Context: an optimization exercise on an open-source flow, tuned for small area, a short achievable clock period and few clock cycles. The choices shown serve that exercise and are no tape-out recipe. RTL that was checked went through simulation tests only; none was proved equivalent to the original. The RTL of runs 3 and 4 was laid out without a check of its function. Power figures rest on the tool's default switching activity, not on a simulated workload.

==> flow/design.v <==
module MCPU_Alu(in1, in2, imm, mem, tt, s_add, s_sh, s_right, s_load, s_short, out);
input [15:0] in1, in2, mem;
input [7:0] imm;
input [3:1] tt;         
input s_add, s_sh, s_right, s_load, s_short;
output [15:0] out;
function [15:0] rev16(input [15:0] x);
  integer k;
  for (k = 0; k < 16; k = k + 1) rev16[k] = x[15-k];
endfunction
wire        big = |in2[15:4];
wire [15:0] sin = s_right ? rev16(in1) : in1;
wire [15:0] sl  = sin << in2[3:0];
wire [15:0] sh  = s_right ? rev16(sl) : sl;
wire [15:0] sum = in1 + in2;
wire        s_shv = s_sh & ~big;
wire [15:0] lg = ({16{tt[3]}} &  in1 &  in2)
               | ({16{tt[2]}} &  in1 & ~in2)
               | ({16{tt[1]}} & ~in1 &  in2);
assign out = lg
           | ({16{s_add}}   & sum)
           | ({16{s_shv}}   & sh)
           | ({16{s_load}}  & mem)
           | ({16{s_short}} & {8'd0, imm});
endmodule
module MCPU_Registerfile(clk, sel1, sel2, we, rd, wd, rd1, rd2);
input clk;
input [15:0] sel1, sel2;    
input we;
input [3:0] rd;
input [15:0] wd;
output reg [15:0] rd1, rd2;
reg [255:0] R;
integer k;
always @(*) begin
  rd1 = 16'd0;
  rd2 = 16'd0;
  for (k = 0; k < 16; k = k + 1) begin
    rd1 = rd1 | ({16{sel1[k]}} & R[16*k +: 16]);
    rd2 = rd2 | ({16{sel2[k]}} & R[16*k +: 16]);
  end
end
genvar i;
generate
  for (i = 0; i < 16; i = i + 1) begin : g_reg
    always @(posedge clk)
      if (we && rd == i) R[16*i +: 16] <= wd;
  end
endgenerate
endmodule
module MCPU(clk, reset, imem_addr, imem_rdata, dmem_addr, dmem_we, dmem_wdata, dmem_rdata);
input clk;
input reset;
output [7:0]  imem_addr;
input  [15:0] imem_rdata;
output [7:0]  dmem_addr;
output        dmem_we;
output [15:0] dmem_wdata;
input  [15:0] dmem_rdata;
localparam [3:0] OP_AND = 0, OP_OR = 1, OP_XOR = 2, OP_ADD = 3, OP_LSL = 4,
                 OP_RSL = 5, OP_MOV = 6, OP_LOAD = 7, OP_STORE = 8,
                 OP_SHORT = 9, OP_BNZ = 10;
reg  [7:0] pc;
assign imem_addr = pc;
wire [3:0] f_op  = imem_rdata[15:12];
wire       f_ra  = (f_op == OP_STORE) | (f_op == OP_BNZ);
reg        d_v;        
reg [15:0] d_ins;
reg [15:0] d_sel1;     
reg [15:0] d_sel2;     
wire [3:0] d_op  = d_ins[15:12];
wire [3:0] d_a   = d_ins[11:8];
wire [7:0] d_imm = d_ins[7:0];
reg        e_wr;       
reg        e_store, e_bnz;
reg [3:0]  e_rd;
reg [15:0] e_op1, e_op2;
reg [7:0]  e_imm;
reg [3:1]  e_tt;       
reg        e_add, e_sh, e_right, e_load, e_short;
reg        w_wr;
reg [3:0]  w_rd;
reg [15:0] w_res;
wire [15:0] res;
wire [15:0] r1, r2;
MCPU_Registerfile rf(.clk(clk), .sel1(d_sel1), .sel2(d_sel2), .we(w_wr), .rd(w_rd), .wd(w_res), .rd1(r1), .rd2(r2));
MCPU_Alu alu(.in1(e_op1), .in2(e_op2), .imm(e_imm), .mem(dmem_rdata),
             .tt(e_tt), .s_add(e_add), .s_sh(e_sh),
             .s_right(e_right), .s_load(e_load), .s_short(e_short), .out(res));
assign dmem_addr  = e_imm;
assign dmem_we    = e_store;
assign dmem_wdata = e_op1;
wire mispredict = e_bnz & ~(|e_op1);       
wire smc_e  = e_store & (e_imm == pc);
wire smc_d  = d_v & (d_op == OP_STORE) & (d_imm == pc);
wire squash = mispredict | smc_e | smc_d;
wire fwd1 = e_wr & d_sel1[e_rd];
wire fwd2 = e_wr & d_sel2[e_rd];
wire fww1 = w_wr & d_sel1[w_rd];
wire fww2 = w_wr & d_sel2[w_rd];
wire [15:0] q1 = fww1 ? w_res : r1;
wire [15:0] q2 = fww2 ? w_res : r2;
wire d_live = d_v & ~mispredict;
wire       f_bnz  = (f_op == OP_BNZ);
wire [7:0] pc_seq = mispredict ? e_imm : (smc_e | smc_d) ? pc : pc + 8'd1;
always @(posedge clk or posedge reset) begin
  if (reset) begin
    pc      <= 8'd0;
    d_v     <= 1'b0;
    e_wr    <= 1'b0;
    e_store <= 1'b0;
    e_bnz   <= 1'b0;
    w_wr    <= 1'b0;
  end else begin
    pc      <= (f_bnz & ~squash) ? imem_rdata[7:0] : pc_seq;
    d_v     <= ~squash;
    e_wr    <= d_live & ((d_op <= OP_LOAD) | (d_op == OP_SHORT));
    e_store <= d_live & (d_op == OP_STORE);
    e_bnz   <= d_live & (d_op == OP_BNZ);
    w_wr    <= e_wr;
  end
end
always @(posedge clk) begin
  d_ins   <= {imem_rdata[15:8], f_bnz ? pc + 8'd1 : imem_rdata[7:0]};
  d_sel1  <= 16'd1 << (f_ra ? imem_rdata[11:8] : imem_rdata[7:4]);
  d_sel2  <= 16'd1 << imem_rdata[3:0];
  e_rd    <= d_a;
  e_op1   <= fwd1 ? res : q1;
  e_op2   <= fwd2 ? res : q2;
  w_rd    <= e_rd;
  w_res   <= res;
  e_imm   <= d_imm;
  e_tt[3] <= (d_op == OP_AND) | (d_op == OP_OR) | (d_op == OP_MOV);
  e_tt[2] <= (d_op == OP_OR) | (d_op == OP_XOR) | (d_op == OP_MOV);
  e_tt[1] <= (d_op == OP_OR) | (d_op == OP_XOR);
  e_add   <= (d_op == OP_ADD);
  e_sh    <= (d_op == OP_LSL) | (d_op == OP_RSL);
  e_right <= (d_op == OP_RSL);
  e_load  <= (d_op == OP_LOAD);
  e_short <= (d_op == OP_SHORT);
end
endmodule
==> flow/flow/run.sh <==
#!/bin/bash
# The standard layout, with the port buffers made of plain buffers
# (buffer_ports otherwise picks a slow delay buffer for every port).
set -euo pipefail
export BUFFER_PORTS_ARGS="-buffer_cell sky130_fd_sc_hd__buf_2"
bash standard.sh > standard.log 2>&1
==> flow/standard.sh <==
#!/bin/bash
# synth_recipe.tcl (not shown) runs the flow's synth.tcl, then flattens the netlist and writes it again
# the make line also repeats each setting of config.mk as NAME=value (left out here)
make -C /OpenROAD-flow-scripts/flow DESIGN_CONFIG=/design/flow/config.mk WORK_HOME=/design/flow/orfs CLKGATE_MAP_FILE= SYNTH_SCRIPT=/design/flow/synth_recipe.tcl "${@:-finish}"
==> flow/config.mk <==
export PLATFORM = sky130hd
export DESIGN_NAME = MCPU
export DESIGN_NICKNAME = MCPU
export VERILOG_FILES = /design/flow/design.v
export SDC_FILE = /design/flow/constraint.sdc
export NUM_CORES = 4
export LEC_CHECK = 0
export ABC_AREA = 1
export CAP_MARGIN = 20
export CORE_MARGIN = 2
export CORE_UTILIZATION = 60
export CTS_CLUSTER_DIAMETER = 90
export CTS_CLUSTER_SIZE = 24
export SETUP_SLACK_MARGIN = 3.1
export SLEW_MARGIN = 20
==> flow/constraint.sdc <==
create_clock -name core_clock -period 5.5 [get_ports {clk}]
set_input_delay 1.1000 -clock core_clock [delete_from_list [all_inputs] [get_ports {clk}]]
set_output_delay 1.1000 -clock core_clock [all_outputs]
set_load 0.01 [all_outputs]
==> run summary, run 1 <==
* Asr flop ratio synth at 3.342%
* R2R cell count at 5
* Worst hold path class: reg2reg
* Die height at 181.6 um
* Share of cells above drive strength 1 at 10.01%
* Initial antenna violation count at 1
* First-pass GRT wire length at 97.19 mm
* Yosys top cell by area: edfxtp_1
* Worst EP required at 5750 ps
* CP Depth at 5
* Total GRT Usage at 39.72%
* Family with the most delay on the worst path: simple AND/OR/NAND/NOR gates
* CTS Buf Count at 20
* Number of vias per cell at 6.550
* Grt ovf at 0
* Post-synthesis register bit count at 389
* Clock transition at path regs at 110 ps
* Synth top area share at 40.62%
* Final Hold Vio Count at 0
* Commonest cells after routing, fill and taps aside: nand2_1, nand3_1, edfxtp_1
* Post-route ant nets at 0
* CTS root buffer: clkbuf_16
* Fin crit share at 44.43%
* Top cells by area, synth: edfxtp_1, nand2_1, dfxtp_1
* Core Rows at 65
* Post-synth EDFFs at 256
* Sequential fraction of the synthesis area at 55.03%
* Distinct cell type count after synthesis at 49
* Layout Area Growth over Synthesis at 7.668%
* Pwr/cell area at 346.2 mW/mm^2
* Vias in the first global route at 15,830
* Delay of the slowest critical-path stage at 680 ps
* Starting Density at 60.45%
* FF-to-FF End: rf.R[91]
* Status: complete, no violations
* CP startpoint: w_rd[0]
* Post-Syn Area at 0.01893 mm^2
* Commonest non-fill, non-tap cell in the layout: nand2_1
* Critical setup path kind: reg2reg
* Worst VDD drop at 357.5 uV
* Sinks on the clock net at 389
* Setup TNS Final at 0 ps
* IO Pins at 67
* Critical-path top delay cell: nor2_2
* Syn Area/Cell at 8.635 um^2
* # port buffers at 66
* Synth Flop Type: edfxtp_1
* CP cell instances: inv_2, nor2_2, nand2_1, nor2_2, buf_4
* Worst reg2reg setup slack at 3060 ps
* Worst slew pin tran at 985.3 ps
* H-tree levels at 1
* Leakage at 8.146 nW
* CP Capture Point: rf.R[91]
* Post-Syn Nets at 2,243
* Yosys warnings at 3
* Reg-to-Reg Start: w_rd[0]
* Setup violations, final at 0
* CTS tree: built
* Vias post-DR at 17,300
* Max_cap viols at 0
* RSZ-0062 raised after global routing: false
* CP Capture Type: flip-flop
* Hold Slack at 333.9 ps
* DR pass1 iterations at 6
* Period minus WS final at 2444 ps
* Syn Inst Count at 2,192
* Max-slew headroom at 34.16%
* Fin nets at 2,275
* Crit path buffers/inverters at 2
* Gpl congestion at 1.033
* Final wirelength at 66.44 mm
* Die ar. at 0.03298 mm^2
* FMAX at 0.4092 GHz
* Max Clock Skew at 48.05 ps
* Largest net degree at the start of global routing at 39
* Startpoint types: flip-flop
* Final HPWL DP at 42.03 mm
* Post-DR wirelength/cell at 25.16 um
* DRC violations left at 0
* Critical-path maximum fanout at 9
* Arrival @ worst endpoint at 2690 ps
* Final Max Tran Viols at 0
* Clock Latency Late Sink at 580 ps
* CP dominant cell by count: nor2_2
* Die W at 181.6 um
* DRT iter0 DRCs at 2,821
* Worst-case clock buffer depth at 3
* Core area at 0.03131 mm^2
[per-stage QoR]
| stage | worst slack (ps) | cells | power, W | area [um^2] | util (%) |
|---|---|---|---|---|---|
| 2_1_floorplan | 3222 | 2192 | 0.004755 | 18930 | - |
| 3_3_place_gp | 2786 | 2599 | 0.005332 | 19660 | 62.80 |
| 3_5_place_dp | 2814 | 2599 | 0.005346 | 19660 | 62.80 |
| 4_1_cts | 3102 | 2635 | 0.006948 | 20280 | 64.76 |
| 5_1_grt | 3101 | 2640 | 0.007325 | 20380 | 65.07 |
| 6_report | 3056 | 2641 | 0.007056 | 20380 | 65.08 |
[worst register-to-register path, stage by stage (launching register included)]
cell	delay, ps
dfxtp_1	440
inv_2	50
nor2_2	310
nand2_1	270
nor2_2	680
buf_4	370
[state kept, by name, indices dropped and copies added, names as in the netlist, 8 cells and up]
signal,flops
rf.R,256
d_ins,16
d_sel1,16
d_sel2,16
e_op1,16
e_op2,16
w_res,16
e_imm,8
pc,8
[per-layer routing]
layer,GRT usage (%),vias up,wire length [um]
met5,0,-,0
li1,-,7595,-
met2,57.53,1434,27730
met4,20.16,0,4076
met1,55.16,7960,24560
met3,10.81,310,10080
[power breakdown]
group	internal [W]	total, W	switching (W)
clock	0.000706	0.00167	0.000964
sequential	0.00343	0.00387	0.000444
combinational	0.000526	0.00151	0.000988
total	0.00466	0.00706	0.00240
[layout make-up]
cell class	instances	area, um^2
antenna	1	2.502
clock buffer	33	549.3
clock inverter	3	38.79
fill	2608	10930
inverter	155	590.6
multi-input combinational	1541	7522
sequential	389	10460
tap	402	503.0
timing repair buffer	117	716.9
[repair_timing]
action | in CTS | in global routing
gates resized for setup | 22 | 24
hold buffers | 0 | 0
setup buffers | 0 | 4
setup endpoints to repair | 59 | 54
[how the worst min path moves through the flow]
stage / startpoint / endpoint / slack (ps) / cells after the start
after global placement: d_ins[11] / e_rd[3] / 310 / 0
after floorplan: d_ins[8] / e_rd[0] / 310 / 0
final: d_ins[8] / e_rd[0] / 330 / 0
after global routing: d_ins[8] / e_rd[0] / 340 / 0
after detailed placement: d_ins[11] / e_rd[3] / 320 / 0
after CTS: d_ins[8] / e_rd[0] / 330 / 0
[logic make-up (layout without fill, tap and decap cells)]
| kind of cell | Yosys count | in the layout | synth area share (%) |
|---|---|---|---|
| other | 0 | 1 | 0 |
| buffers and inverters | 262 | 308 | 5.646 |
| flip-flops | 389 | 389 | 55.03 |
| adder cells (fa/ha/maj) | 17 | 17 | 1.163 |
| AND/OR/NAND/NOR | 1255 | 1255 | 28.88 |
| XOR/XNOR | 15 | 15 | 0.6941 |
| AO/OA/AOI/OAI | 254 | 254 | 8.594 |
[Yosys cell counts (all sizes together), types with 7 or more instances]
cell / number
a221oi: 38
o21ai: 68
a21oi: 76
nor2: 131
ha: 16
edfxtp: 256
nand3: 284
a22oi: 16
dfrtp: 13
nor4: 14
nor3: 24
clkbuf: 70
nand4: 75
nand2: 717
xnor2: 7
inv: 151
dfxtp: 120
xor2: 8
o22ai: 8
a22o: 24
buf: 37
Testbench counts, summed over its fixed seeds: cycles 31,575.
==> inputs of run 2 (changes only) <==
--- a/flow/config.mk
+++ b/flow/config.mk
@@ -8,8 +8,8 @@
 export ABC_AREA = 1
 export CAP_MARGIN = 20
 export CORE_MARGIN = 2
-export CORE_UTILIZATION = 60
+export CORE_UTILIZATION = 70
 export CTS_CLUSTER_DIAMETER = 90
 export CTS_CLUSTER_SIZE = 24
-export SETUP_SLACK_MARGIN = 3.1
+export SETUP_SLACK_MARGIN = 3.0
 export SLEW_MARGIN = 20
==> run summary, run 2 <==
* Final wirelength at 64.12 mm
* Distinct cell type count after synthesis at 49
* Critical setup path kind: reg2reg
* Fin nets at 2,272
* Max Clock Skew at 21.04 ps
* IO Pins at 67
* Post-DR wirelength/cell at 24.89 um
* Pwr Total at 0.006973 W
* Grt ovf at 0
* # port buffers at 66
* Setup TNS Final at 0 ps
* Max FFs per register at 256
* Most numerous cell in the Yosys netlist: nand2_1
* Top cells by area, synth: edfxtp_1, nand2_1, dfxtp_1
* Core area at 0.02673 mm^2
* CP Capture Type: flip-flop
* Worst-case clock buffer depth at 3
* Post-synth EDFFs at 256
* RSZ-0062 raised after global routing: false
* Commonest cells after routing, fill and taps aside: nand2_1, nand3_1, edfxtp_1
* R2R cell count at 5
* DRT iter0 DRCs at 3,180
* # diodes at 0
* Final Max Tran Viols at 0
* Die height at 168.4 um
* Syn Inst Count at 2,192
* Layout Area Growth over Synthesis at 6.921%
* Yosys top cell by area: edfxtp_1
* Final-layout fill cell count at 1,911
* Clock transition at path regs at 100 ps
* CTS Buf Count at 20
* Gpl congestion at 0.9987
* Final Cell Area at 0.02024 mm^2
* Post-Syn Area at 0.01893 mm^2
* Yosys warnings at 3
* Post-Syn Nets at 2,243
* First-pass GRT wire length at 94.52 mm
* Arrival @ worst endpoint at 2760 ps
* Starting Density at 70.82%
* Number of vias per cell at 6.800
* Reg-to-Reg Start: w_rd[0]
* Startpoint types: flip-flop
* Max_cap viols at 0
* Synth top area share at 40.62%
* Period minus WS final at 2518 ps
* Syn Area/Cell at 8.635 um^2
* Post-route ant nets at 0
* Critical-path maximum fanout at 9
* Pwr/cell area at 344.6 mW/mm^2
* Resized cells post-CTS at 3
* Post-CTS repair timing setup buffer count at 0
* Clock Latency Late Sink at 550 ps
* Hold Slack at 327.1 ps
* Worst hold path class: reg2reg
* Sinks on the clock net at 389
* CTS root buffer: clkbuf_16
* Fin crit share at 45.78%
* Worst VDD drop at 330.4 uV
* Total GRT Usage at 44.72%
* Vias post-DR at 17,520
* CTS tree: built
* FMAX at 0.3971 GHz
* Worst reg2reg setup slack at 2980 ps
* FF-to-FF End: rf.R[216]
* Core Rows at 60
* Vias in the first global route at 16,210
* Max-slew headroom at 40.91%
* Min-delay src: d_ins[8]
* Biggest register: rf.R
* Die ar. at 0.02837 mm^2
* DRC violations left at 0
* H-tree levels at 1
* DR pass1 iterations at 12
* Post-synthesis register bit count at 389
* Non-Filler Instances at 2,576
* Worst EP required at 5740 ps
* Setup violations, final at 0
* Leakage at 8.134 nW
* Hold Path End: e_rd[0]
* Share of cells above drive strength 1 at 8.770%
* Worst slew pin tran at 878.3 ps
* Sequential fraction of the synthesis area at 55.03%
* Top post-synthesis cells by count: nand2_1, nand3_1, edfxtp_1, inv_1, nor2_1
* DP Cell Count at 2,540
* Asr flop ratio synth at 3.342%
* Dpl cell area at 0.01961 mm^2
* Initial antenna violation count at 0
* Worst hold path stage count at 0
* Largest net degree at the start of global routing at 39
* Status: complete, no violations
* Final HPWL DP at 40.89 mm
* Synth Flop Type: edfxtp_1
* Hold Buf Count CTS at 0
* Final Hold Vio Count at 0
* Die W at 168.4 um
* Commonest non-fill, non-tap cell in the layout: nand2_1
[run 2: cell counts after synthesis]
Identical to the previous run, type by type.
[run 2: where the power goes]
part / leakage (nW) / switching [W] / total (W) / internal (W)
combinational: 4.34 / 0.000966 / 0.00148 / 0.000514
sequential: 3.50 / 0.000431 / 0.00385 / 0.00342
clock: 0.285 / 0.000915 / 0.00165 / 0.000731
[run 2: routing by layer]
layer  up-vias  share of wire, %  track usage (%)
met4         0               7.1            24.93
li1       7596                 -                -
met2      1584                42            64.77
met5         -                 0                0
met3       378                16            13.92
met1      7959                35            60.33
[run 2: cell type report]
type | instances | area [um^2] | share of cell area (%)
multi-input combinational | 1541 | 7505 | 37.08
sequential | 389 | 10420 | 51.50
clock inverter | 1 | 20.02 | 0.09892
timing repair buffer | 114 | 698.2 | 3.450
tap | 341 | 426.7 | 2.108
clock buffer | 35 | 578.1 | 2.856
inverter | 155 | 586.8 | 2.900
[run 2: worst max-delay path by stage]
stage                         from              to  slack [ps]  cells after the start
finish                     w_rd[0]       rf.R[216]        2980                      5
global route              e_op1[4]   dmem_wdata[4]        3000                      1
CTS                      e_op1[11]  dmem_wdata[11]        3020                      1
detailed placement  imem_rdata[12]       d_sel1[6]        2820                      6
global placement     dmem_rdata[0]        e_op2[0]        2860                      7
floorplan           imem_rdata[12]           pc[0]        3220                      7
[run 2: cell families after synthesis]
family,share of synthesized area [%]
fa+ha+maj,1.163
compound gates,8.594
buf+inv,5.646
xor+xnor,0.6941
flops,55.03
simple gates,28.88
[run 2: worst max-delay path, cell delays in order (launching register included)]
cell	delay (ps)
dfxtp_1	450
inv_2	50
nor2_2	320
nand2_1	280
nor2_2	710
buf_4	390
[run 2: stage by stage]
stage / util [%] / setup WS, ps
4_1_cts: 75.65 / 3021
6_report: 75.72 / 2982
2_1_floorplan: - / 3222
3_3_place_gp: 73.30 / 2856
5_1_grt: 75.72 / 3000
3_5_place_dp: 73.38 / 2818
==> inputs of run 3 (changes only) <==
--- a/flow/design.v
+++ b/flow/design.v
@@ -23,9 +23,11 @@
            | ({16{s_load}}  & mem)
            | ({16{s_short}} & {8'd0, imm});
 endmodule
-module MCPU_Registerfile(clk, sel1, sel2, we, rd, wd, rd1, rd2);
+module MCPU_Registerfile(clk, rs1, rs2, we, rd, wd, rd1, rd2);
 input clk;
-input [15:0] sel1, sel2;    
+input [3:0] rs1, rs2;
+wire [15:0] sel1 = 16'd1 << rs1;
+wire [15:0] sel2 = 16'd1 << rs2;
 input we;
 input [3:0] rd;
 input [15:0] wd;
@@ -66,8 +68,8 @@
 wire       f_ra  = (f_op == OP_STORE) | (f_op == OP_BNZ);
 reg        d_v;        
 reg [15:0] d_ins;
-reg [15:0] d_sel1;     
-reg [15:0] d_sel2;     
+reg [3:0]  d_rs1;      
+wire [3:0] d_rs2 = d_ins[3:0];
 wire [3:0] d_op  = d_ins[15:12];
 wire [3:0] d_a   = d_ins[11:8];
 wire [7:0] d_imm = d_ins[7:0];
@@ -83,7 +85,7 @@
 reg [15:0] w_res;
 wire [15:0] res;
 wire [15:0] r1, r2;
-MCPU_Registerfile rf(.clk(clk), .sel1(d_sel1), .sel2(d_sel2), .we(w_wr), .rd(w_rd), .wd(w_res), .rd1(r1), .rd2(r2));
+MCPU_Registerfile rf(.clk(clk), .rs1(d_rs1), .rs2(d_rs2), .we(w_wr), .rd(w_rd), .wd(w_res), .rd1(r1), .rd2(r2));
 MCPU_Alu alu(.in1(e_op1), .in2(e_op2), .imm(e_imm), .mem(dmem_rdata),
              .tt(e_tt), .s_add(e_add), .s_sh(e_sh),
              .s_right(e_right), .s_load(e_load), .s_short(e_short), .out(res));
@@ -94,10 +96,10 @@
 wire smc_e  = e_store & (e_imm == pc);
 wire smc_d  = d_v & (d_op == OP_STORE) & (d_imm == pc);
 wire squash = mispredict | smc_e | smc_d;
-wire fwd1 = e_wr & d_sel1[e_rd];
-wire fwd2 = e_wr & d_sel2[e_rd];
-wire fww1 = w_wr & d_sel1[w_rd];
-wire fww2 = w_wr & d_sel2[w_rd];
+wire fwd1 = e_wr & (e_rd == d_rs1);
+wire fwd2 = e_wr & (e_rd == d_rs2);
+wire fww1 = w_wr & (w_rd == d_rs1);
+wire fww2 = w_wr & (w_rd == d_rs2);
 wire [15:0] q1 = fww1 ? w_res : r1;
 wire [15:0] q2 = fww2 ? w_res : r2;
 wire d_live = d_v & ~mispredict;
@@ -122,8 +124,7 @@
 end
 always @(posedge clk) begin
   d_ins   <= {imem_rdata[15:8], f_bnz ? pc + 8'd1 : imem_rdata[7:0]};
-  d_sel1  <= 16'd1 << (f_ra ? imem_rdata[11:8] : imem_rdata[7:4]);
-  d_sel2  <= 16'd1 << imem_rdata[3:0];
+  d_rs1   <= f_ra ? imem_rdata[11:8] : imem_rdata[7:4];
   e_rd    <= d_a;
   e_op1   <= fwd1 ? res : q1;
   e_op2   <= fwd2 ? res : q2;
==> flow/run.sh (new file) <==
#!/bin/bash
# synth_recipe.tcl (not shown) runs the flow's synth.tcl, then flattens the netlist and writes it again
# the make line also repeats each setting of config.mk as NAME=value (left out here)
make -C /OpenROAD-flow-scripts/flow DESIGN_CONFIG=/design/flow/config.mk WORK_HOME=/design/flow/orfs CLKGATE_MAP_FILE= SYNTH_SCRIPT=/design/flow/synth_recipe.tcl finish
==> flow/config.mk (replaced) <==
export PLATFORM = sky130hd
export DESIGN_NAME = MCPU
export DESIGN_NICKNAME = MCPU
export VERILOG_FILES = /design/flow/design.v
export SDC_FILE = /design/flow/constraint.sdc
export NUM_CORES = 4
export LEC_CHECK = 0
export CAP_MARGIN = 20
export CORE_MARGIN = 2
export CORE_UTILIZATION = 60
export SETUP_SLACK_MARGIN = 3.0
export SLEW_MARGIN = 20
removed: flow/flow/run.sh
removed: flow/standard.sh
==> run summary, run 3 <==
* Critical-path top delay cell: mux4_2
* Hold Buf Count CTS at 0
* Asr flop ratio synth at 3.601%
* Final Max Tran Viols at 0
* Register area at 0.009976 mm^2
* Yosys top cell by area: edfxtp_1
* Final Hold Vio Count at 0
* Most numerous cell in the Yosys netlist: edfxtp_1
* CTS root buffer: clkbuf_16
* Arrival @ worst endpoint at 3060 ps
* Reg power frac at 40.9%
* PnR worst setup slack at 2846 ps
* Startpoint types: flip-flop
* Delay of the slowest critical-path stage at 490 ps
* Fin crit share at 48.25%
* Period minus WS final at 2654 ps
* H-tree levels at 2
* Final Cell Area at 0.02303 mm^2
* Layout Area Growth over Synthesis at 22.12%
* Critical setup path kind: reg2reg
* Commonest cells after routing, fill and taps aside: edfxtp_1, buf_4, a21oi_1
* Syn Area/Cell at 11.51 um^2
* Post-synth EDFFs at 256
* DRC violations left at 0
* Multi-input logic area at 0.009104 mm^2
* Max Clock Skew at 25.51 ps
* First-pass GRT wire length at 108.5 mm
* Dpl cell area at 0.01996 mm^2
* Hold Slack at 326.1 ps
* Total GRT Usage at 45.53%
* Sw frac at 34.63%
* Yosys warnings at 3
* Pre-CTS setup slack at 1455 ps
* Starting Density at 61.33%
* Post-Syn Nets at 1,689
* Grt ovf at 0
* Top post-synthesis cells by count: edfxtp_1, nor2_1, dfxtp_1, clkbuf_1, a21oi_1
* Largest net degree at the start of global routing at 36
* Combinational power share at 30.7%
* Fin nets at 1,832
* Biggest register: rf.R
* IO Pins at 67
* Distinct cell type count after synthesis at 80
* Synth top area share at 40.76%
* # port buffers at 66
* CTS tree: built
* Final HPWL DP at 47.59 mm
* CP Capture Type: flip-flop
* Max-slew headroom at 22.21%
* Post-Syn Area at 0.01886 mm^2
* Clock Latency Late Sink at 560 ps
* Die height at 181.3 um
* Vias post-DR at 17,490
* Die W at 181.3 um
* Worst hold path class: reg2reg
* Share of cells above drive strength 1 at 26.41%
* CP dominant cell by count: buf_6
* Number of vias per cell at 7.923
* Die ar. at 0.03286 mm^2
* Worst EP required at 5910 ps
* Int Power at 0.006047 W
* Worst VDD drop at 361.0 uV
* Final-layout fill cell count at 2,045
* Clock share of power at 28.4%
* DR pass1 iterations at 9
* Gpl congestion at 1.052
* Setup violations, final at 0
* Psw at 0.003204 W
* CP cell instances: buf_12, buf_6, buf_6, mux4_2, o211a_1, a311o_1, a22o_1, a21oi_4, o22ai_1
* Sinks on the clock net at 361
* Post-route ant nets at 0
* Commonest non-fill, non-tap cell in the layout: edfxtp_1
* Pwr/cell area at 401.7 mW/mm^2
* Core area at 0.03075 mm^2
* Max_cap viols at 0
* Synth Flop Type: edfxtp_1
* Critical-path maximum fanout at 8
* Syn Inst Count at 1,638
* Setup TNS Final at 0 ps
* Final wirelength at 79.13 mm
* Clock transition at path regs at 60 ps
* Core Rows at 64
* Status: complete, no violations
* Post-DR wirelength/cell at 35.84 um
* Max FFs per register at 256
* Worst-case clock buffer depth at 3
* Pwr Total at 0.009251 W
* Leakage at 8.260 nW
* DRT iter0 DRCs at 3,620
* Family with the most delay on the worst path: compound AO/OA/AOI/OAI gates
* Post-synthesis register bit count at 361
* Sequential fraction of the synthesis area at 52.26%
* Top cells by area, synth: edfxtp_1, dfxtp_1, mux2_2
* Worst slew pin tran at 1163 ps
* FMAX at 0.3768 GHz
* RSZ-0062 raised after global routing: true
* CTS Buf Count at 38
* Vias in the first global route at 15,920
* Crit path buffers/inverters at 3
* Initial antenna violation count at 1
-- run 3: cell count changes in the layout (fill, tap and decap cells not counted), sizes merged, moves of 45 or more --
cell,previous run,this run
a22oi,16,74
nand2,717,76
nand4,75,17
buf,114,159
mux2i,0,62
nand3,284,43
inv,152,30
mux2,0,58
-- run 3: final timing paths --
path,start,endpoint,slack (ps),cells after the start
min reg2reg,d_ins[10],e_rd[2],330,0
min,d_ins[10],e_rd[2],330,0
max reg2reg,e_op2[0],e_op2[1],2850,9
max in group asynchronous,reset,pc[7],4170,2
max,e_op2[0],e_op2[1],2850,9
min in group asynchronous,reset,pc[5],900,2
-- run 3: what timing repair did --
action                                  4_1_cts  5_1_grt
endpoints found under the setup margin       89       50
pin swaps                                    17       36
setup buffers                                78       35
gates resized for setup                     179       76
gates cloned                                  1        3
-- run 3: cells by family (layout without fill, tap and decap cells) --
family / Yosys count / in the layout / share of synthesized area (%)
compound gates: 517 / 517 / 20.21
simple gates: 385 / 389 / 10.20
flops: 361 / 361 / 52.26
buf+inv: 158 / 326 / 3.483
mux: 150 / 150 / 10.36
xor+xnor: 50 / 50 / 2.322
fa+ha+maj: 17 / 17 / 1.168
other cells: 0 / 2 / 0
-- run 3: worst reg2reg max path, stage by stage, from the launching register on --
cell	delay (ps)
dfxtp_4	410
buf_12	150
buf_6	110
buf_6	100
mux4_2	490
o211a_1	240
a311o_1	370
a22o_1	310
a21oi_4	230
o22ai_1	110
-- run 3: power by group through the flow --
stage               clock network [W]  registers [W]  logic [W]
floorplan                           0        0.00360    0.00150
global placement                    0        0.00392    0.00198
detailed placement                  0        0.00394    0.00200
CTS                           0.00258        0.00374    0.00248
global route                  0.00270        0.00378    0.00294
finish                        0.00263        0.00378    0.00284
-- run 3: cell type report --
class	count	share of cell area [%]
repair buffers	226	9.046
well taps	396	2.151
multi-input cells	1123	39.53
clock inverters	19	0.8584
clock buffers	50	4.553
flip-flops and latches	361	43.32
inverters	31	0.5216
diodes	2	0.02173
-- run 3: metal layers --
metal / part of all wire [%] / vias up / global-route usage [%]
met2: 40 / 1945 / 62.34
met1: 35 / 8310 / 62.01
li1: - / 6812 / -
met4: 7.3 / 4 / 23.84
met3: 18 / 422 / 18.12
met5: 0.21 / - / 2.074
-- run 3: through the flow --
stage | utilization (%) | std cells
5_1_grt | 74.88 | 2206
6_report | 74.89 | 2208
3_5_place_dp | 64.92 | 2020
4_1_cts | 72.73 | 2168
3_3_place_gp | 64.85 | 2019
2_1_floorplan | - | 1638
==> inputs of run 4 (changes only) <==
--- a/flow/design.v
+++ b/flow/design.v
@@ -1,8 +1,7 @@
-module MCPU_Alu(in1, in2, imm, mem, tt, s_add, s_sh, s_right, s_load, s_short, out);
+module MCPU_Alu(in1, in2, mem, tt, s_add, s_sh, s_right, s_load, out);
 input [15:0] in1, in2, mem;
-input [7:0] imm;
 input [3:1] tt;         
-input s_add, s_sh, s_right, s_load, s_short;
+input s_add, s_sh, s_right, s_load;
 output [15:0] out;
 function [15:0] rev16(input [15:0] x);
   integer k;
@@ -20,8 +19,7 @@
 assign out = lg
            | ({16{s_add}}   & sum)
            | ({16{s_shv}}   & sh)
-           | ({16{s_load}}  & mem)
-           | ({16{s_short}} & {8'd0, imm});
+           | ({16{s_load}}  & mem);
 endmodule
 module MCPU_Registerfile(clk, rs1, rs2, we, rd, wd, rd1, rd2);
 input clk;
@@ -77,18 +75,18 @@
 reg        e_store, e_bnz;
 reg [3:0]  e_rd;
 reg [15:0] e_op1, e_op2;
-reg [7:0]  e_imm;
 reg [3:1]  e_tt;       
-reg        e_add, e_sh, e_right, e_load, e_short;
+reg        e_add, e_sh, e_right, e_load;
 reg        w_wr;
 reg [3:0]  w_rd;
 reg [15:0] w_res;
 wire [15:0] res;
 wire [15:0] r1, r2;
 MCPU_Registerfile rf(.clk(clk), .rs1(d_rs1), .rs2(d_rs2), .we(w_wr), .rd(w_rd), .wd(w_res), .rd1(r1), .rd2(r2));
-MCPU_Alu alu(.in1(e_op1), .in2(e_op2), .imm(e_imm), .mem(dmem_rdata),
+MCPU_Alu alu(.in1(e_op1), .in2(e_op2), .mem(dmem_rdata),
              .tt(e_tt), .s_add(e_add), .s_sh(e_sh),
-             .s_right(e_right), .s_load(e_load), .s_short(e_short), .out(res));
+             .s_right(e_right), .s_load(e_load), .out(res));
+wire [7:0] e_imm  = e_op2[7:0];
 assign dmem_addr  = e_imm;
 assign dmem_we    = e_store;
 assign dmem_wdata = e_op1;
@@ -97,11 +95,12 @@
 wire smc_d  = d_v & (d_op == OP_STORE) & (d_imm == pc);
 wire squash = mispredict | smc_e | smc_d;
 wire fwd1 = e_wr & (e_rd == d_rs1);
-wire fwd2 = e_wr & (e_rd == d_rs2);
+wire d_imm_op = (d_op == OP_LOAD) | (d_op == OP_STORE) | (d_op == OP_SHORT) | (d_op == OP_BNZ);
+wire fwd2 = e_wr & (e_rd == d_rs2) & ~d_imm_op;
 wire fww1 = w_wr & (w_rd == d_rs1);
 wire fww2 = w_wr & (w_rd == d_rs2);
 wire [15:0] q1 = fww1 ? w_res : r1;
-wire [15:0] q2 = fww2 ? w_res : r2;
+wire [15:0] q2 = d_imm_op ? {8'd0, d_imm} : fww2 ? w_res : r2;
 wire d_live = d_v & ~mispredict;
 wire       f_bnz  = (f_op == OP_BNZ);
 wire [7:0] pc_seq = mispredict ? e_imm : (smc_e | smc_d) ? pc : pc + 8'd1;
@@ -130,14 +129,12 @@
   e_op2   <= fwd2 ? res : q2;
   w_rd    <= e_rd;
   w_res   <= res;
-  e_imm   <= d_imm;
-  e_tt[3] <= (d_op == OP_AND) | (d_op == OP_OR) | (d_op == OP_MOV);
+  e_tt[3] <= (d_op == OP_AND) | (d_op == OP_OR) | (d_op == OP_MOV) | (d_op == OP_SHORT);
   e_tt[2] <= (d_op == OP_OR) | (d_op == OP_XOR) | (d_op == OP_MOV);
-  e_tt[1] <= (d_op == OP_OR) | (d_op == OP_XOR);
+  e_tt[1] <= (d_op == OP_OR) | (d_op == OP_XOR) | (d_op == OP_SHORT);
   e_add   <= (d_op == OP_ADD);
   e_sh    <= (d_op == OP_LSL) | (d_op == OP_RSL);
   e_right <= (d_op == OP_RSL);
   e_load  <= (d_op == OP_LOAD);
-  e_short <= (d_op == OP_SHORT);
 end
 endmodule
==> run summary, run 4 <==
* Status: complete, no violations
* Post-synthesis register bit count at 352
* Final wirelength at 77.67 mm
* Worst-case clock buffer depth at 3
* R2R cell count at 8
* Biggest register: rf.R
* Yosys warnings at 3
* CP Capture Type: flip-flop
* Max-slew headroom at 29.22%
* Worst slew pin tran at 1059 ps
* Hold Path End: e_rd[2]
* CP Depth at 8
* Crit path buffers/inverters at 1
* Worst VDD drop at 328.3 uV
* Worst hold path stage count at 0
* Die W at 181.5 um
* Synth top area share at 40.66%
* Core Rows at 64
* CP cell instances: buf_6, mux4_2, mux2_4, a21bo_1, a211o_1, a221o_1, nor2_1, a21oi_1
* Top post-synthesis cells by count: edfxtp_1, nor2_1, nand2_1, clkbuf_1, dfxtp_1
* CTS tree: built
* Max_cap viols at 0
* Multi-input logic area at 0.009092 mm^2
* Final Hold Vio Count at 0
* Die ar. at 0.03295 mm^2
* Critical setup path kind: reg2reg
* Initial antenna violation count at 2
* First-pass GRT wire length at 109.4 mm
* Reg-to-Reg Start: e_op2[0]
* Final-layout fill cell count at 2,083
* Top cells by area, synth: edfxtp_1, dfxtp_1, mux4_2
* CTS root buffer: clkbuf_16
* DR pass1 iterations at 7
* Syn Inst Count at 1,694
* Commonest cells after routing, fill and taps aside: edfxtp_1, buf_4, nand2_1
* Vias post-DR at 17,530
* Die height at 181.5 um
* CTS Buf Count at 37
* Pre-CTS setup slack at 1831 ps
* Post-Syn Area at 0.01891 mm^2
* Delay of the slowest critical-path stage at 510 ps
* Commonest non-fill, non-tap cell in the layout: edfxtp_1
* Grt ovf at 0
* Gpl congestion at 1.014
* Critical-path maximum fanout at 7
* Starting Density at 61.32%
* Family with the most delay on the worst path: compound AO/OA/AOI/OAI gates
* Clock Latency Late Sink at 540 ps
* Pwr/cell area at 397.7 mW/mm^2
* Startpoint types: flip-flop
* Final Max Tran Viols at 0
* Share of cells above drive strength 1 at 24.38%
* Clock transition at path regs at 70 ps
* Fin nets at 1,849
* Syn Area/Cell at 11.16 um^2
* Register area at 0.009802 mm^2
* Worst hold path class: reg2reg
* Period minus WS final at 2622 ps
* Yosys top cell by area: edfxtp_1
* Worst EP required at 5880 ps
* Hold Buf Count CTS at 0
* Max Clock Skew at 31.55 ps
* Post-DR wirelength/cell at 34.94 um
* Max FFs per register at 256
* # port buffers at 66
* Post-route ant nets at 0
* Vias in the first global route at 16,320
* Most numerous cell in the Yosys netlist: edfxtp_1
* Setup TNS Final at 0 ps
* Fin crit share at 47.68%
* FMAX at 0.3813 GHz
* Leakage at 8.271 nW
* Distinct cell type count after synthesis at 80
* Sinks on the clock net at 352
* PnR worst setup slack at 2878 ps
* Post-Syn Nets at 1,745
* Core area at 0.03083 mm^2
* DRT iter0 DRCs at 3,656
* Synth Flop Type: edfxtp_1
* Critical-path top delay cell: mux4_2
* Number of vias per cell at 7.885
* Post-synth EDFFs at 256
* RSZ-0062 raised after global routing: true
* IO Pins at 67
* Final HPWL DP at 46.75 mm
* Largest net degree at the start of global routing at 38
* Total GRT Usage at 45.68%
* Layout Area Growth over Synthesis at 20.93%
* Asr flop ratio synth at 3.693%
* FF-to-FF End: e_op2[0]
* Sequential fraction of the synthesis area at 51.17%
* Setup violations, final at 0
* Worst reg2reg setup slack at 2880 ps
* H-tree levels at 2
* Min-delay src: d_ins[10]
* Arrival @ worst endpoint at 3000 ps
* DRC violations left at 0
[run 4: changes by cell type in the layout (fill, tap and decap cells not counted), sizes merged, moves of 10 or more]
cell / change
nand2: +31
nor2: +21
a22o: -19
mux2i: +17
buf: -15
mux2: -15
a31oi: +14
a32oi: -10
[run 4: per-stage QoR]
stage	utilization, %	cell area [um^2]	hold WS [ps]	std cells	total power (W)
floorplan	-	18930	309.6	1694	0.004997
global placement	64.56	19900	314.8	2049	0.005819
detailed placement	64.57	19910	313.2	2049	0.005849
CTS	72.70	22410	328.5	2194	0.008776
global route	74.14	22860	333.1	2221	0.009289
finish	74.16	22860	326.5	2223	0.009092
[run 4: worst max path at each step]
stage	from	to	slack (ps)
after floorplan	e_op2[0]	e_op2[14]	3000
final	e_op2[0]	e_op2[0]	2880
after detailed placement	imem_rdata[15]	pc[1]	1830
after global routing	e_op2[0]	e_op1[14]	2820
after CTS	d_rs1[0]	e_op1[13]	2860
after global placement	imem_rdata[12]	pc[1]	1890
[run 4: area by class of cell]
type | instances | share of cell area [%]
Inverter | 30 | 0.5089
Clock inverter | 13 | 0.6895
Clock buffer | 53 | 4.860
Sequential cell | 352 | 42.87
Antenna cell | 2 | 0.02189
Tap cell | 396 | 2.167
Timing Repair Buffer | 214 | 9.112
Multi-Input combinational cell | 1163 | 39.77
[run 4: per-layer routing]
layer | up-vias | GRT usage (%) | share of wire, %
met5 | - | 0 | 0.070
met2 | 1884 | 63.28 | 40
met3 | 430 | 15.30 | 17
met1 | 8324 | 63.19 | 35
li1 | 6888 | - | -
met4 | 2 | 25.30 | 7.3
[run 4: cells by family (layout without fill, tap and decap cells)]
group,after synthesis,count (layout),share of synthesized area [%]
AO/OA/AOI/OAI,492,492,18.97
XOR/XNOR,50,50,2.316
adder cells (fa/ha/maj),17,17,1.165
buffers and inverters,180,310,3.872
flip-flops,352,352,51.17
multiplexers,158,158,11.03
other,0,2,0
AND/OR/NAND/NOR,445,446,11.47
[run 4: what timing repair did]
item / in CTS / in global routing
setup buffers: 75 / 25
resized for setup: 198 / 53
cloned: 4 / 2
pin swaps: 14 / 22
setup endpoints to repair: 89 / 50
[run 4: power breakdown]
part	switching [W]	internal, W	total, W
registers	0.000412	0.00322	0.00363
logic	0.00161	0.00123	0.00284
clock network	0.00107	0.00155	0.00262
total	0.00309	0.00601	0.00909
==> inputs of run 5 (changes only) <==
==> flow/design.v (replaced) <==
module MCPU_Alu(in1, in2, imm, mem, s_and, s_or, s_xor, s_add, s_lsl, s_rsl, s_mov, s_load, s_short, out);
input [15:0] in1, in2, mem;
input [7:0] imm;
input s_and, s_or, s_xor, s_add, s_lsl, s_rsl, s_mov, s_load, s_short;
output [15:0] out;
wire big = |in2[15:4];
wire [15:0] shl = big ? 16'd0 : (in1 << in2[3:0]);
wire [15:0] shr = big ? 16'd0 : (in1 >> in2[3:0]);
wire [15:0] sum = in1 + in2;
assign out = ({16{s_and}}   & (in1 & in2))
           | ({16{s_or}}    & (in1 | in2))
           | ({16{s_xor}}   & (in1 ^ in2))
           | ({16{s_add}}   & sum)
           | ({16{s_lsl}}   & shl)
           | ({16{s_rsl}}   & shr)
           | ({16{s_mov}}   & in1)
           | ({16{s_load}}  & mem)
           | ({16{s_short}} & {8'd0, imm});
endmodule
module MCPU_Registerfile(clk, rs1, rs2, we, wd, rd1, rd2);
input clk;
input [3:0] rs1, rs2;
input [15:0] we;
input [15:0] wd;
output [15:0] rd1, rd2;
reg [15:0] R [0:15];
assign rd1 = R[rs1];
assign rd2 = R[rs2];
integer i;
always @(posedge clk)
  for (i = 0; i < 16; i = i + 1)
    if (we[i]) R[i] <= wd;
endmodule
module MCPU(clk, reset, imem_addr, imem_rdata, dmem_addr, dmem_we, dmem_wdata, dmem_rdata);
input clk;
input reset;
output [7:0]  imem_addr;
input  [15:0] imem_rdata;
output [7:0]  dmem_addr;
output        dmem_we;
output [15:0] dmem_wdata;
input  [15:0] dmem_rdata;
localparam [3:0] OP_AND = 0, OP_OR = 1, OP_XOR = 2, OP_ADD = 3, OP_LSL = 4,
                 OP_RSL = 5, OP_MOV = 6, OP_LOAD = 7, OP_STORE = 8,
                 OP_SHORT = 9, OP_BNZ = 10;
reg  [7:0] pc;
assign imem_addr = pc;
wire [3:0] op  = imem_rdata[15:12];
wire [3:0] fa  = imem_rdata[11:8];
wire [3:0] fb  = imem_rdata[7:4];
wire [3:0] fc  = imem_rdata[3:0];
wire [7:0] fimm = imem_rdata[7:0];
wire f_writes = (op <= OP_LOAD) | (op == OP_SHORT);
wire f_bnz    = (op == OP_BNZ);
wire f_store  = (op == OP_STORE);
reg [15:0] x_we;       
reg [3:0]  x_rs1;      
reg [3:0]  x_rs2;      
reg [7:0]  x_imm;
reg [7:0]  x_pc1;      
reg        x_store, x_bnz;
reg        x_and, x_or, x_xor, x_add, x_lsl, x_rsl, x_mov, x_load, x_short;
wire [15:0] r1, r2;
wire [15:0] res;
MCPU_Registerfile rf(.clk(clk), .rs1(x_rs1), .rs2(x_rs2), .we(x_we), .wd(res), .rd1(r1), .rd2(r2));
MCPU_Alu alu(.in1(r1), .in2(r2), .imm(x_imm), .mem(dmem_rdata),
             .s_and(x_and), .s_or(x_or), .s_xor(x_xor), .s_add(x_add), .s_lsl(x_lsl),
             .s_rsl(x_rsl), .s_mov(x_mov), .s_load(x_load), .s_short(x_short), .out(res));
assign dmem_addr  = x_imm;
assign dmem_we    = x_store;
assign dmem_wdata = r1;
wire mispredict = x_bnz & ~(|r1);          
wire smc        = x_store & (x_imm == pc);  
wire squash     = mispredict | smc;
always @(posedge clk or posedge reset) begin
  if (reset) begin
    pc      <= 8'd0;
    x_we    <= 16'd0;
    x_store <= 1'b0;
    x_bnz   <= 1'b0;
  end else begin
    if (mispredict)  pc <= x_pc1;
    else if (smc)    pc <= pc;
    else if (f_bnz)  pc <= fimm;
    else             pc <= pc + 8'd1;
    x_we    <= (squash | ~f_writes) ? 16'd0 : (16'd1 << fa);
    x_store <= ~squash & f_store;
    x_bnz   <= ~squash & f_bnz;
  end
end
always @(posedge clk) begin
  x_rs1   <= (f_store | f_bnz) ? fa : fb;
  x_rs2   <= fc;
  x_imm   <= fimm;
  x_pc1   <= pc + 8'd1;
  x_and   <= (op == OP_AND);
  x_or    <= (op == OP_OR);
  x_xor   <= (op == OP_XOR);
  x_add   <= (op == OP_ADD);
  x_lsl   <= (op == OP_LSL);
  x_rsl   <= (op == OP_RSL);
  x_mov   <= (op == OP_MOV);
  x_load  <= (op == OP_LOAD);
  x_short <= (op == OP_SHORT);
end
endmodule
--- a/flow/config.mk
+++ b/flow/config.mk
@@ -7,6 +7,5 @@
 export LEC_CHECK = 0
 export CAP_MARGIN = 20
 export CORE_MARGIN = 2
-export CORE_UTILIZATION = 60
-export SETUP_SLACK_MARGIN = 3.0
+export CORE_UTILIZATION = 40
 export SLEW_MARGIN = 20
==> run summary, run 5 <==
* Biggest register: rf.R
* Status: complete, no violations
* Max Clock Skew at 21.97 ps
* Syn Area/Cell at 11.14 um^2
* Commonest non-fill, non-tap cell in the layout: edfxtp_1
* Pwr/cell area at 330.2 mW/mm^2
* Asr flop ratio synth at 8.360%
* Worst hold path class: reg2reg
* Max_cap viols at 0
* DR pass1 iterations at 8
* Worst EP required at 5800 ps
* Setup TNS Final at 0 ps
* Gpl congestion at 1.040
* Critical-path maximum fanout at 31
* CTS Buf Count at 37
* # port buffers at 66
* Psw at 0.002170 W
* Distinct cell type count after synthesis at 89
* Top post-synthesis cells by count: edfxtp_1, nand2_1, nor2_1, mux2i_1, o21ai_0
* Sw frac at 31.90%
* Combinational power share at 24.5%
* CTS tree: built
* Clock share of power at 33.6%
* Synth top area share at 43.42%
* Commonest cells after routing, fill and taps aside: edfxtp_1, buf_4, nand2_1
* Startpoint types: flip-flop
* Vias in the first global route at 14,930
* FMAX at 0.1886 GHz
* Max-slew headroom at 19.43%
* Grt ovf at 0
* R2R cell count at 16
* IO Pins at 67
* Setup violations, final at 0
* Post-synthesis register bit count at 311
* Most numerous cell in the Yosys netlist: edfxtp_1
* DRT iter0 DRCs at 2,483
* Max FFs per register at 256
* Fin crit share at 96.41%
* Top cells by area, synth: edfxtp_1, mux2i_1, dfrtp_1
* Syn Inst Count at 1,589
* Starting Density at 40.30%
* Int Power at 0.004631 W
* Sequential fraction of the synthesis area at 50.38%
* Period minus WS final at 5302 ps
* Final Max Tran Viols at 0
* Number of vias per cell at 6.704
* Final-layout fill cell count at 4,130
* Leakage at 7.386 nW
* Fin nets at 1,767
* CP Capture Type: flip-flop
* Total GRT Usage at 32.60%
* Post-Syn Area at 0.01770 mm^2
* RSZ-0062 raised after global routing: false
* Hold Buf Count CTS at 0
* Yosys warnings at 3
* Die height at 214.4 um
* Synth Flop Type: edfxtp_1
* Post-Syn Nets at 1,658
* Sinks on the clock net at 311
* Initial antenna violation count at 1
* Final wirelength at 76.07 mm
* Reg power frac at 41.9%
* Vias post-DR at 15,550
* Core Rows at 77
* Top flop regs: rf.R x256, x_we x16
* Final Hold Vio Count at 0
* Post-DR wirelength/cell at 32.80 um
* Worst slew pin tran at 1204 ps
* DRC violations left at 0
* Worst VDD drop at 300.3 uV
* Post-route ant nets at 0
* Die W at 214.4 um
* Worst reg2reg setup slack at 200 ps
* CTS root buffer: clkbuf_16
* Largest net degree at the start of global routing at 40
* H-tree levels at 2
* Clock transition at path regs at 60 ps
* First-pass GRT wire length at 108.6 mm
* Final HPWL DP at 53.53 mm
* Worst-case clock buffer depth at 3
* Worst hold path stage count at 2
* Arrival @ worst endpoint at 5600 ps
* # diodes at 0
* Hold Slack at 435.2 ps
* Post-synth EDFFs at 256
* Clock Latency Late Sink at 570 ps
* Yosys top cell by area: edfxtp_1
* Share of cells above drive strength 1 at 16.33%
* Critical setup path kind: reg2reg
* Layout Area Growth over Synthesis at 16.35%
* Core area at 0.04393 mm^2
* Die ar. at 0.04596 mm^2
## run 5: cell types whose count changed after synthesis, moves of 14 or more
| cell | before | now |
|---|---|---|
| ha_1 | 16 | 34 |
| mux4_2 | 36 | 7 |
| dfxtp_1 | 83 | 29 |
| clkbuf_1 | 102 | 40 |
| buf_1 | 23 | 8 |
| nor4_1 | 9 | 23 |
| a21oi_1 | 79 | 65 |
| nor2_1 | 124 | 84 |
| nor3_1 | 37 | 22 |
| inv_1 | 27 | 53 |
| a22oi_1 | 65 | 47 |
| buf_2 | 15 | 54 |
## run 5: kinds of logic (layout without fill, tap and decap cells)
logic type / Yosys count / in the layout / share of synthesized area [%]
AO/OA/AOI/OAI: 473 / 473 / 19.73
XOR/XNOR: 25 / 25 / 1.237
adder cells (fa/ha/maj): 35 / 35 / 2.516
buffers and inverters: 182 / 320 / 4.919
flip-flops: 311 / 311 / 50.38
multiplexers: 138 / 138 / 8.700
AND/OR/NAND/NOR: 425 / 425 / 12.52
## run 5: power by group through the flow
| stage | Sequential [W] | Clock [W] | Combinational, W |
|---|---|---|---|
| detailed placement | 0.00289 | 0 | 0.00161 |
| global placement | 0.00289 | 0 | 0.00161 |
| CTS | 0.00284 | 0.00231 | 0.00162 |
| floorplan | 0.00283 | 0 | 0.000993 |
| global route | 0.00286 | 0.00241 | 0.00177 |
| finish | 0.00285 | 0.00229 | 0.00166 |
## run 5: metal layers
layer	track usage, %	vias to the layer above	part of all wire, %
li1	-	6444	-
met2	48.47	1145	43
met1	45.41	7684	40
met5	0	-	0.011
met3	7.447	272	12
met4	14.68	2	5.4
## run 5: worst paths after layout
check / start / to
setup / recovery: x_rs1[2] / rf.R[12][15]
setup reg to reg: x_rs1[2] / rf.R[12][15]
max in group asynchronous: reset / x_we[13]
min in group asynchronous: reset / pc[6]
hold reg to reg: x_pc1[5] / pc[5]
hold / removal: x_pc1[5] / pc[5]
## run 5: critical path: stages, from the launching register on
cell and delay, ps:
dfxtp_2 840, nand3b_1 410, o221ai_1 380, a22oi_1 170
a31oi_2 640, ha_1 370, a21oi_1 200, o22ai_1 170
nor4_1 300, o31a_1 230, a21boi_0 140, nand2_1 130
a21oi_1 90, xor2_1 150, a221oi_1 240, o21ai_1 270
buf_4 290
## run 5: through the flow
step / cells / power, W / util (%) / instance area (um^2) / setup slack (ps)
final: 2319 / 0.006801 / 46.89 / 20600 / 197.7
after CTS: 2318 / 0.006768 / 46.80 / 20560 / 193.4
after detailed placement: 2250 / 0.004500 / 44.24 / 19440 / 202.7
after global placement: 2250 / 0.004497 / 44.24 / 19440 / 172.6
after floorplan: 1589 / 0.003825 / - / 17700 / 909.9
after global routing: 2319 / 0.007032 / 46.89 / 20600 / 1.664
## run 5: layout make-up
class / instances / area [um^2] / share of cell area [%]
Clock buffer: 44 / 952.2 / 4.622
Clock inverter: 24 / 171.4 / 0.8322
Tap cell: 592 / 740.7 / 3.596
Multi-Input combinational cell: 1096 / 7931 / 38.50
Timing Repair Buffer: 192 / 1639 / 7.957
Sequential cell: 311 / 8939 / 43.39
Inverter: 60 / 225.2 / 1.093
## run 5: timing repair
item | 4_1_cts | 5_1_grt
setup buffers | 0 | 0
resized for setup | 0 | 4
endpoints found under the setup margin | 0 | 16
Testbench counts of run 5, summed over its fixed seeds: cycles 30,096.

[re-timing with driven ports]
The flow's constraints put no driver on any port. The routed layouts listed below were extracted and timed again, unchanged, in two steps. Step 1 assumes that a clkbuf_16 drives the clock port and a buf_2 every other input. Step 2 also shifts input and output timing later by t, the mid clock arrival at the registers, as if the neighbouring blocks saw the same clock. Three values: no drivers, after step 1, after step 2; two values: the first two.
run | t, ns | setup slack, ns | worst slew at a driven data input, ns | pins driven straight from the clock port
run 1 | 0.611 | 3.056 / 3.056 / 2.848 | 0.04 | 1
run 2 | 0.593 | 2.982 / 2.944 / 2.814 | 0.06 | 1
run 3 | 0.600 | 2.846 / 2.846 / 2.536 | 0.05 | 1
run 4 | 0.581 | 2.878 / 2.878 / 2.563 | 0.04 | 1
run 5 | 0.614 | 0.198 / 0.198 / 0.198 | 0.05 | 1
After both steps every run listed still meets setup and hold. The setup slack of run 4, which loses most, moves by 0.000 ns with the drivers and by -0.315 ns with both steps.
